What follows belongs to an exercise in optimizing a design on an open flow for small area; a production flow would make more cautious choices. Function was checked by simulation only, so behaviour that the tests miss may differ from the original. No driver is modelled on the clock port, so clock power and skew are understated where the tree is cut down; a real chip needs a root buffer or a tree. No activity file was given, so power comes from the tool's default toggle rates.

== v6 ==
==> module UART_top, before the edit <==
module UART_top(
    input  clk,
    input  res,
    input  RX,
    output TX
);
localparam [12:0] T_RX   = 13'b1000100010000;
localparam [12:0] K5000  = 13'b1000010110000;
localparam [12:0] T_TX   = 13'b0000100101110;
localparam [12:0] M_TX   = 13'b1011011111101;   
localparam [12:0] KT5    = 13'b0110000010010;
localparam [12:0] KT5000 = 13'b0110010010010;
function [12:0] step(input [12:0] x);
  step = {x[11:0], x[12] ^ x[9] ^ x[7] ^ x[4]};
endfunction
localparam [12:0] P = 13'b1010101010101;
reg  [5:0]  sq;             
localparam [5:0] S0 = 6'b110000;
wire [5:0]  s     = sq ^ S0;
reg  [12:0] rcq;          
wire [12:0] rc    = rcq ^ P;
wire        rxd   = rc[0];
wire        idle  = s[5];
wire        init  = s[5] & s[4];
wire [2:0]  bi    = s[2:0];
wire        bop   = ~s[4] & ~s[3];
wire        ba    = s[3];
wire        bb    = s[4];
wire        first = s[4] & s[3];    
wire        b7    = s[2] & s[1] & s[0];
wire        rtc   = ((rc & 13'b1101111111111) == (T_RX & 13'b1101111111111));  
wire        wt    = ~idle & (rc[10:1] == 10'd0);   
wire        det   = wt & ~RX & rxd;
wire        samp  = ~idle & rtc;
wire        last  = samp & b7;
wire        leave = idle & rtc & s[3] & s[2];     
wire        clr   = last | leave;
always @(posedge clk or negedge res)
  if (~res) sq <= 6'd0;
  else if (init) sq <= {5'b10000, RX} ^ S0;
  else if (idle) begin
    if (rtc) sq <= (leave ? 6'b011000 : (RX ? {2'b10, s[3:0] + 4'd1} : 6'b100000)) ^ S0;
  end else if (det & first) sq <= S0;
  else if (samp) begin
    if (b7) sq <= {1'b0, s[3], bop, 3'd0} ^ S0;
    else sq <= {s[5:3], bi + 3'd1} ^ S0;
  end
wire [12:0] rs = step(rc);
always @(posedge clk) begin
  if (init | (rtc & ~clr)) rcq <= K5000 ^ P;
  else rcq <= {rs[12:10], rs[9] & ~clr, rs[8:6], rs[5] & ~clr, rs[4],
               rs[3] | (det & first), rs[2] | (det & ~first), rs[1] & ~wt,
               (wt | leave) ? RX : rs[0]} ^ P;
end
reg       o0, o2, c;
reg [7:0] R;            
wire ok  = ~(o2 & o0);
wire a   = R[0];
wire bx  = RX ^ o0;
wire f   = o2 ? (c ? (a | RX) : (a & RX)) : (a ^ bx ^ c);
wire co  = (a & bx) | (a & c) | (bx & c);
wire vf  = c & ~RX;
reg  [3:0]  t;          
reg  [12:0] tq;         
wire [12:0] tcnt = tq ^ P;
wire ttc    = ((tcnt & M_TX) == (T_TX & M_TX));  
wire rot    = t[3] & ttc;
wire tidle  = ~t[3] & ~t[2];       
always @(posedge clk) begin
  if (samp & bop) begin
    case (bi)
      3'd0: begin o0 <= RX; c <= 1'b1; end
      3'd1: o2 <= RX;
      3'd2: begin c <= c & (RX ^ o2); o2 <= RX; end
      3'd3: c <= c & RX;
      3'd7: begin o2 <= o2 | ~vf; o0 <= ~vf | (~o2 & o0); c <= o0; end
      default: c <= c & ~RX;
    endcase
  end
  if (samp & bb & ~o2) c <= co;
end
always @(posedge clk)
  if (idle & rtc) R <= {1'b0, R[7:1]};
  else if (rot) R <= {R[0], R[7:1]};
  else if (samp & ok & ba) R <= {RX, R[7:1]};
  else if (samp & ok & bb) R <= {f, R[7:1]};
always @(posedge clk or negedge res)
  if (~res) t <= 4'd0;
  else if (last & bb) t <= 4'd6;
  else if (~tidle & ttc) t <= t + 4'd1;
always @(posedge clk)
  if (tidle) tq <= KT5 ^ P;
  else if (ttc) tq <= KT5000 ^ P;
  else tq <= step(tcnt) ^ P;
assign TX = t[3] ? R[0] : ~t[0];    
endmodule
export LEC_CHECK = 0
export CAP_MARGIN = 20
export CORE_MARGIN = 2
export CORE_UTILIZATION = 40
export SLEW_MARGIN = 20
create_clock -name core_clock -period 10.0 [get_ports {clk}]
standard.sh (not shown) runs the stock make flow with config.mk's settings and CLKGATE_MAP_FILE= SYNTH_SCRIPT=/design/flow/synth_recipe.tcl, a recipe that flattens the netlist after the stock synthesis.
==> flow/flow/run.sh <==
#!/bin/bash
# Own layout flow: the standard flow (standard.sh, all ORFS steps), with:
#  - synthesis: the standard flow's own Yosys script (synth_recipe.tcl, ORFS synth.tcl),
#    except that ABC maps the logic with area-oriented scripts (written to abc/) and
#    the smallest result is kept (flow/abc_multi.tcl), and ORFS's adder
#    extraction is off.  The scripts are first tried in four parallel
#    synthesis runs (try0..try3, logs in try*.log and try*/logs/); the layout's
#    synthesis then runs the best one.  Flip-flops are mapped before ABC, so the
#    registers, their names and cell types are those of the standard synthesis;
#  - the smallest buffer (buf_1) on the input and output ports;
#  - the clock port drives a few clock buffers, each at the centroid of its
#    cluster of flip-flops (flow/cts_pre.tcl, flow/clk_split.tcl), in place of
#    TritonCTS's H-tree.
# The layout's make output goes to flow_make.log; each step's tool log to orfs/logs/.
set -euo pipefail

W=$PWD
F=$W/flow
sed -e "/^source \$::env(SCRIPTS_DIR)\/synth_preamble.tcl/a source $F/abc_multi.tcl" \
    -e 's/^  log_cmd abc {\*}\$abc_args/  abc_multi $abc_args/' \
  "$FLOW_HOME/scripts/synth.tcl" > "$W/synth_multi.tcl"
[ "$(grep -c 'abc_multi' "$W/synth_multi.tcl")" = 2 ]
sed "s#source \$::env(SCRIPTS_DIR)/synth.tcl#source $W/synth_multi.tcl#" "$W/synth_recipe.tcl" > "$W/my_synth.tcl"
grep -q "synth_multi.tcl" "$W/my_synth.tcl"

# the ABC scripts: plain area mapping, and DAG-aware resynthesis (&deepsyn)
# with several seeds before area mapping, once or twice in a row
A=$W/abc
mkdir -p "$A"
R2='balance\nrewrite\nrefactor\nbalance\nrewrite\nrewrite -z\nbalance\nrefactor -z\nrewrite -z\nbalance\n'
printf 'strash\ndch -f\namap\nstrash\ndch -f\namap\nstrash\ndch -f\namap\n' > "$A/a1.abc"
printf 'strash\ndch -f\namap\nstrash\ndch -f\namap\n' > "$A/a2.abc"
printf "strash\n${R2}dch -f\namap\nstrash\ndch -f\namap\n" > "$A/a3.abc"
printf 'strash\n&get -n\n&deepsyn -J 1000\n&put\ndch -f\namap\n' > "$A/j1000.abc"
for S in 0 1 2 3 4 5 6 7 8 9 10 11 12 13 14 15; do
  printf 'strash\n&get -n\n&deepsyn -J 200 -S %d\n&put\ndch -f\namap\n' $S > "$A/d$S.abc"
  printf 'strash\n&get -n\n&deepsyn -J 200 -S %d\n&put\ndch\namap\n' $S > "$A/e$S.abc"
done
for S in 1 2 3 4 5 6 7 8 9 10 11 12; do
  printf 'strash\n&get -n\n&deepsyn -J 200\n&put\ndch\namap\nstrash\n&get -n\n&deepsyn -J 200 -S %d\n&put\ndch\namap\n' $S > "$A/c$S.abc"
  printf 'strash\n&get -n\n&deepsyn -J 200 -S 8\n&put\ndch\namap\nstrash\n&get -n\n&deepsyn -J 200 -S %d\n&put\ndch -f\namap\n' $S > "$A/g$S.abc"
done

# try the ABC scripts in four parallel synthesis runs
scripts=("$A"/*.abc)
for i in 0 1 2 3; do
  group=""
  for ((j = i; j < ${#scripts[@]}; j += 4)); do group="$group ${scripts[j]}"; done
  make -C "$FLOW_HOME" DESIGN_CONFIG="$W/config.mk" WORK_HOME="$W/try$i" CLKGATE_MAP_FILE= \
    SYNTH_SCRIPT="$W/my_synth.tcl" "MY_ABC_SCRIPTS=$group" ADDER_MAP_FILE= synth > "$W/try$i.log" 2>&1 &
done
wait
grep -h '^abc_multi: /.* area ' "$W"/try*/logs/*/*/*/1_2_yosys.log | sort -t' ' -k4,4g -k2,2 > "$W/abc_tries.txt"
best=$(head -1 "$W/abc_tries.txt" | cut -d' ' -f2)
[ -f "$best" ]
echo "best ABC script: $best" >> "$W/abc_tries.txt"

bash "$W/standard.sh" SYNTH_SCRIPT="$W/my_synth.tcl" "MY_ABC_SCRIPTS=$best" ADDER_MAP_FILE= \
  "BUFFER_PORTS_ARGS=-buffer_cell sky130_fd_sc_hd__buf_1" PRE_CTS_TCL="$F/cts_pre.tcl" \
  finish > "$W/flow_make.log" 2>&1
Other scripts of this flow, unchanged in this note and not shown: flow/flow/abc_multi.tcl, flow/flow/clk_split.tcl, flow/flow/cts_pre.tcl
## Diff of input files: v7 against v6
diff --git a/flow/design.v b/flow/design.v
--- a/flow/design.v
+++ b/flow/design.v
@@ -25,12 +25,12 @@
 wire        init  = s[5] & s[4];
 wire [2:0]  bi    = s[2:0];
 wire        bop   = ~s[4] & ~s[3];
 wire        ba    = s[3];
 wire        bb    = s[4];
-wire        first = s[4] & s[3];    
 wire        b7    = s[2] & s[1] & s[0];
+wire        first = b7;             
 wire        rtc   = ((rc & 13'b1101111111111) == (T_RX & 13'b1101111111111));  
 wire        wt    = ~idle & (rc[10:1] == 10'd0);   
 wire        det   = wt & ~RX & rxd;
 wire        samp  = ~idle & rtc;
 wire        last  = samp & b7;
@@ -38,12 +38,12 @@
 wire        clr   = last | leave;
 always @(posedge clk or negedge res)
   if (~res) sq <= 6'd0;
   else if (init) sq <= {5'b10000, RX} ^ S0;
   else if (idle) begin
-    if (rtc) sq <= (leave ? 6'b011000 : (RX ? {2'b10, s[3:0] + 4'd1} : 6'b100000)) ^ S0;
-  end else if (det & first) sq <= S0;
+    if (rtc) sq <= (leave ? 6'b000111 : (RX ? {2'b10, s[3:0] + 4'd1} : 6'b100000)) ^ S0;
+  end else if (det & first) sq <= {s[5:3], 3'd0} ^ S0;
   else if (samp) begin
     if (b7) sq <= {1'b0, s[3], bop, 3'd0} ^ S0;
     else sq <= {s[5:3], bi + 3'd1} ^ S0;
   end
 wire [12:0] rs = step(rc);
==> results.txt <==
- v7 was carried through to the last stage, and its layout satisfied the timing, DRC and antenna checks.
- v7 and v6 ended up with nearly the same core utilization.
- [compare] base=v6 new=v7: final worst-path cycle share fell 0.56 points; highest cell delay on the worst timing path rose 130 ps.
- Diff v6 -> v7: depth of the critical timing path with buffers and inverters included down 1, maximum frequency up about 1.6%, slew of the pin with the lowest slew margin down 110 ps, design area flat.
- On power after layout, v7 and v6 are basically level.
- Diff v6 -> v7: net count reported at finish went down by 6, portion of total power attributed to combinational logic went down by 0.2 points.
In every run of this note, the design's own scripts or RTL, not TritonCTS, make the clock network.

## static timing again, ports no longer ideal
No port has a modelled driver above. Below, the same layouts with a new extraction and two added sets of constraints. Step 1, drivers: a clkbuf_16 drives clk and a buf_2 each remaining input, both assumed. Step 2 also shifts input and output timing later by t, the mid clock arrival at the registers, as if the neighbouring blocks saw the same clock. Slacks: ideal ports / drivers / drivers and shift; pairs: ideal ports / drivers.
run | t (ns) | setup slack, ns | worst register clock-pin slew, ns | cell pins on the clock port's net
v6 | 0.192 | 6.394 / 6.419 / 6.227 | 0.11 / 0.11 | 3
v7 | 0.196 | 6.450 / 6.476 / 6.280 | 0.10 / 0.10 | 3
After both steps setup and hold are still met in every run listed. For v7, which loses most, drivers alone change the setup slack by +0.026 ns; drivers and shift together by -0.170 ns.
